Context: an optimization exercise on an open-source flow, tuned for small area and a short achievable clock period. The choices shown serve that exercise and are no tape-out recipe.
The RTL was checked by simulation tests, not by an equivalence proof against the original design.

Design matrix_multiplier, start of the top module:
module matrix_multiplier (
    input clk,
    input reset,
    input start,
    input [7:0] in,
    output reg [15:0] o,
    output reg done
);
    reg [4:0] cnt;
    wire busy = cnt != 5'd0;
    wire [7:0] in_n = ~in;    
    reg [7:0] r0 [0:2];
    reg [7:0] r1 [0:2];
    reg [7:0] r2 [0:2];
    wire load_b0 = cnt >= 5'd10 && cnt <= 5'd12;
    wire load_b1 = cnt >= 5'd13 && cnt <= 5'd15;
    wire load_b2 = cnt >= 5'd16 && cnt <= 5'd18;
    always @(posedge clk) begin
        r0[0] <= load_b0 ? in_n : r0[2];
        r1[0] <= load_b1 ? in_n : r1[2];
        r2[0] <= load_b2 ? in_n : r2[2];
        r0[1] <= r0[0]; r0[2] <= r0[1];
        r1[1] <= r1[0]; r1[2] <= r1[1];
        r2[1] <= r2[0]; r2[2] <= r2[1];
    end
    reg [7:0] a0 [0:2];
    always @(posedge clk)
        if (cnt == 5'd1 || cnt == 5'd4 || cnt == 5'd7 || cnt == 5'd20 || cnt == 5'd23) begin
            a0[0] <= a0[1]; a0[1] <= a0[2]; a0[2] <= in_n;
        end
    reg [7:0] a1 [0:2];
    always @(posedge clk)
        if (cnt == 5'd2 || cnt == 5'd5 || cnt == 5'd8 || cnt == 5'd21 || cnt == 5'd24) begin
            a1[0] <= a1[1]; a1[1] <= a1[2]; a1[2] <= in_n;
        end
    reg [7:0] a2 [0:2];
    always @(posedge clk)
        if (cnt == 5'd3 || cnt == 5'd6 || cnt == 5'd9 || cnt == 5'd22 || cnt == 5'd25) begin
            a2[0] <= a2[1]; a2[1] <= a2[2]; a2[2] <= in_n;
        end
    wire [7:0] ha0 = a0[0];           
    wire [7:0] b0 = r0[1];            
    wire [7:0] ha1 = a1[0];           
    wire [7:0] b1 = r1[2];            
    wire [7:0] ha2 = a2[0];           
    wire [7:0] b2 = r2[0];            
    wire s0_1, s0_2;
    fadd u_s0_1 (~(ha0[0] | b0[5]), ~(ha0[1] | b0[4]), ~(ha0[2] | b0[3]), s0_1, s0_2);
    wire s0_3, s0_4;
    fadd u_s0_3 (~(ha0[0] | b0[6]), ~(ha0[1] | b0[5]), ~(ha0[2] | b0[4]), s0_3, s0_4);
    wire s0_5, s0_6;
    fadd u_s0_5 (~(ha0[0] | b0[7]), ~(ha0[1] | b0[6]), ~(ha0[2] | b0[5]), s0_5, s0_6);
    wire s0_7, s0_8;
    fadd u_s0_7 (~(ha0[3] | b0[4]), ~(ha0[4] | b0[3]), ~(ha0[5] | b0[2]), s0_7, s0_8);
    wire s0_9, s0_10;
  ...
Size: about 11000 um^2 of cells after synthesis.
==> flow/config.mk <==
export PLATFORM = sky130hd
export DESIGN_NAME = matrix_multiplier
export DESIGN_NICKNAME = matrix_multiplier
export VERILOG_FILES = /design/flow/design.v
export SDC_FILE = /design/flow/constraint.sdc
export NUM_CORES = 4
export LEC_CHECK = 0
export CAP_MARGIN = 20
export CORE_MARGIN = 2
export CORE_UTILIZATION = 40
export CTS_BUF_LIST = sky130_fd_sc_hd__clkbuf_8
export CTS_CLUSTER_DIAMETER = 60
export CTS_CLUSTER_SIZE = 20
export GPL_ROUTABILITY_DRIVEN = 0
export PLACE_DENSITY = 0.7
export SLEW_MARGIN = 20
export SYNTH_HIERARCHICAL = 1
export SYNTH_MINIMUM_KEEP_SIZE = 0
==> flow/constraint.sdc <==
create_clock -name core_clock -period 8.0 [get_ports {clk}]
set_input_delay 1.6000 -clock core_clock [delete_from_list [all_inputs] [get_ports {clk}]]
set_output_delay 1.6000 -clock core_clock [all_outputs]
set_load 0.01 [all_outputs]
standard.sh (not shown) runs the stock make flow with config.mk's settings and CLKGATE_MAP_FILE= SYNTH_SCRIPT=/design/flow/synth_recipe.tcl, a recipe that flattens the netlist after the stock synthesis.
==> flow/flow/run.sh <==
#!/bin/bash
# The standard layout flow with these changes in how the layout is made (the
# clock period and the constraints stay the design's): the ports are buffered
# with buf_2 cells, and clock tree synthesis adds no dummy loads. The make
# output goes to standard.log; each ORFS step keeps its own log under orfs/logs.
set -euo pipefail
bash standard.sh SETUP_SLACK_MARGIN=5 \
    "BUFFER_PORTS_ARGS=-buffer_cell sky130_fd_sc_hd__buf_2" \
    "CTS_ARGS=-sink_clustering_enable -repair_clock_nets -dont_use_dummy_load -buf_list sky130_fd_sc_hd__clkbuf_8 -sink_clustering_size 20 -sink_clustering_max_diameter 60" \
    finish > standard.log 2>&1
The first run finished with timing, DRC and antenna clean.
Edit:
--- a/flow/config.mk
+++ b/flow/config.mk
@@ -9,3 +9,3 @@
 export CORE_MARGIN = 2
-export CORE_UTILIZATION = 40
+export CORE_UTILIZATION = 50
 export CTS_BUF_LIST = sky130_fd_sc_hd__clkbuf_8
@@ -13,3 +13,2 @@
 export CTS_CLUSTER_SIZE = 20
-export GPL_ROUTABILITY_DRIVEN = 0
 export PLACE_DENSITY = 0.7
After rerunning: Count of clock-buffer cells in the layout rises by 2. Register-to-register slack hardly moves. Cell count falls by 7.4%. Synthesized cell count is unchanged. Hold slack improves by 0.0092 ns. Synthesized area does not change. Core utilization rises by 10 points. Via count falls by about 0.45%. Design area falls by about 0.7%. Worst setup slack degrades by 0.0059 ns.
Edit:
--- a/flow/config.mk
+++ b/flow/config.mk
@@ -9,3 +9,3 @@
 export CORE_MARGIN = 2
-export CORE_UTILIZATION = 50
+export CORE_UTILIZATION = 40
 export CTS_BUF_LIST = sky130_fd_sc_hd__clkbuf_8
@@ -13,3 +13,3 @@
 export CTS_CLUSTER_SIZE = 20
-export PLACE_DENSITY = 0.7
+export PLACE_DENSITY = 0.75
 export SLEW_MARGIN = 20
Maximum frequency hardly moves.
Synthesized cell count stays the same.
Via count stays the same.
Non-clock buffer count stays the same.
Design area rose slightly.
Synthesized area is unchanged.
Register-to-register slack hardly moves.
Utilization fell by 10 points.
Worst setup slack barely changes.
Edit:
--- a/flow/config.mk
+++ b/flow/config.mk
@@ -13,3 +13,3 @@
 export CTS_CLUSTER_SIZE = 20
-export PLACE_DENSITY = 0.75
+export PLACE_DENSITY = 0.7
 export SLEW_MARGIN = 20
The changed run completed with no timing, DRC or antenna violations.
Area after synthesis does not change.
Design area stays flat.
Non-clock buffer count stays the same.
Final cell count barely changes.
Sequential share of layout area is about the same.
Register-to-register slack improved by 0.02 ns.
Via count decreases slightly.
Routed wire length went down slightly.

what the ideal ports hide:
In the flow no input, the clock included, has a driving cell. The finished layouts below were timed again as built, in two steps. Step 1, drivers: a clkbuf_16 drives clk and a buf_2 each remaining input, both assumed. Step 2 adds t to the input delays and takes it off the output delays; t is the mean of the earliest and latest rising clock arrival at the registers after step 1. Input paths then give back, and output paths get back, about the clock's delay inside the block. a / b / c = ideal ports / drivers / drivers and shift; a / b = the first two.
run | t, ns | setup slack, ns | worst setup path after step 2
the first run | 0.545 | 5.273 / 5.273 / 5.273 | register to register
the second run | 0.552 | 5.267 / 5.267 / 5.267 | register to register
the third run | 0.549 | 5.265 / 5.265 / 5.265 | register to register
the fourth run | 0.547 | 5.282 / 5.282 / 5.282 | register to register
After both steps setup and hold are still met in every run listed.
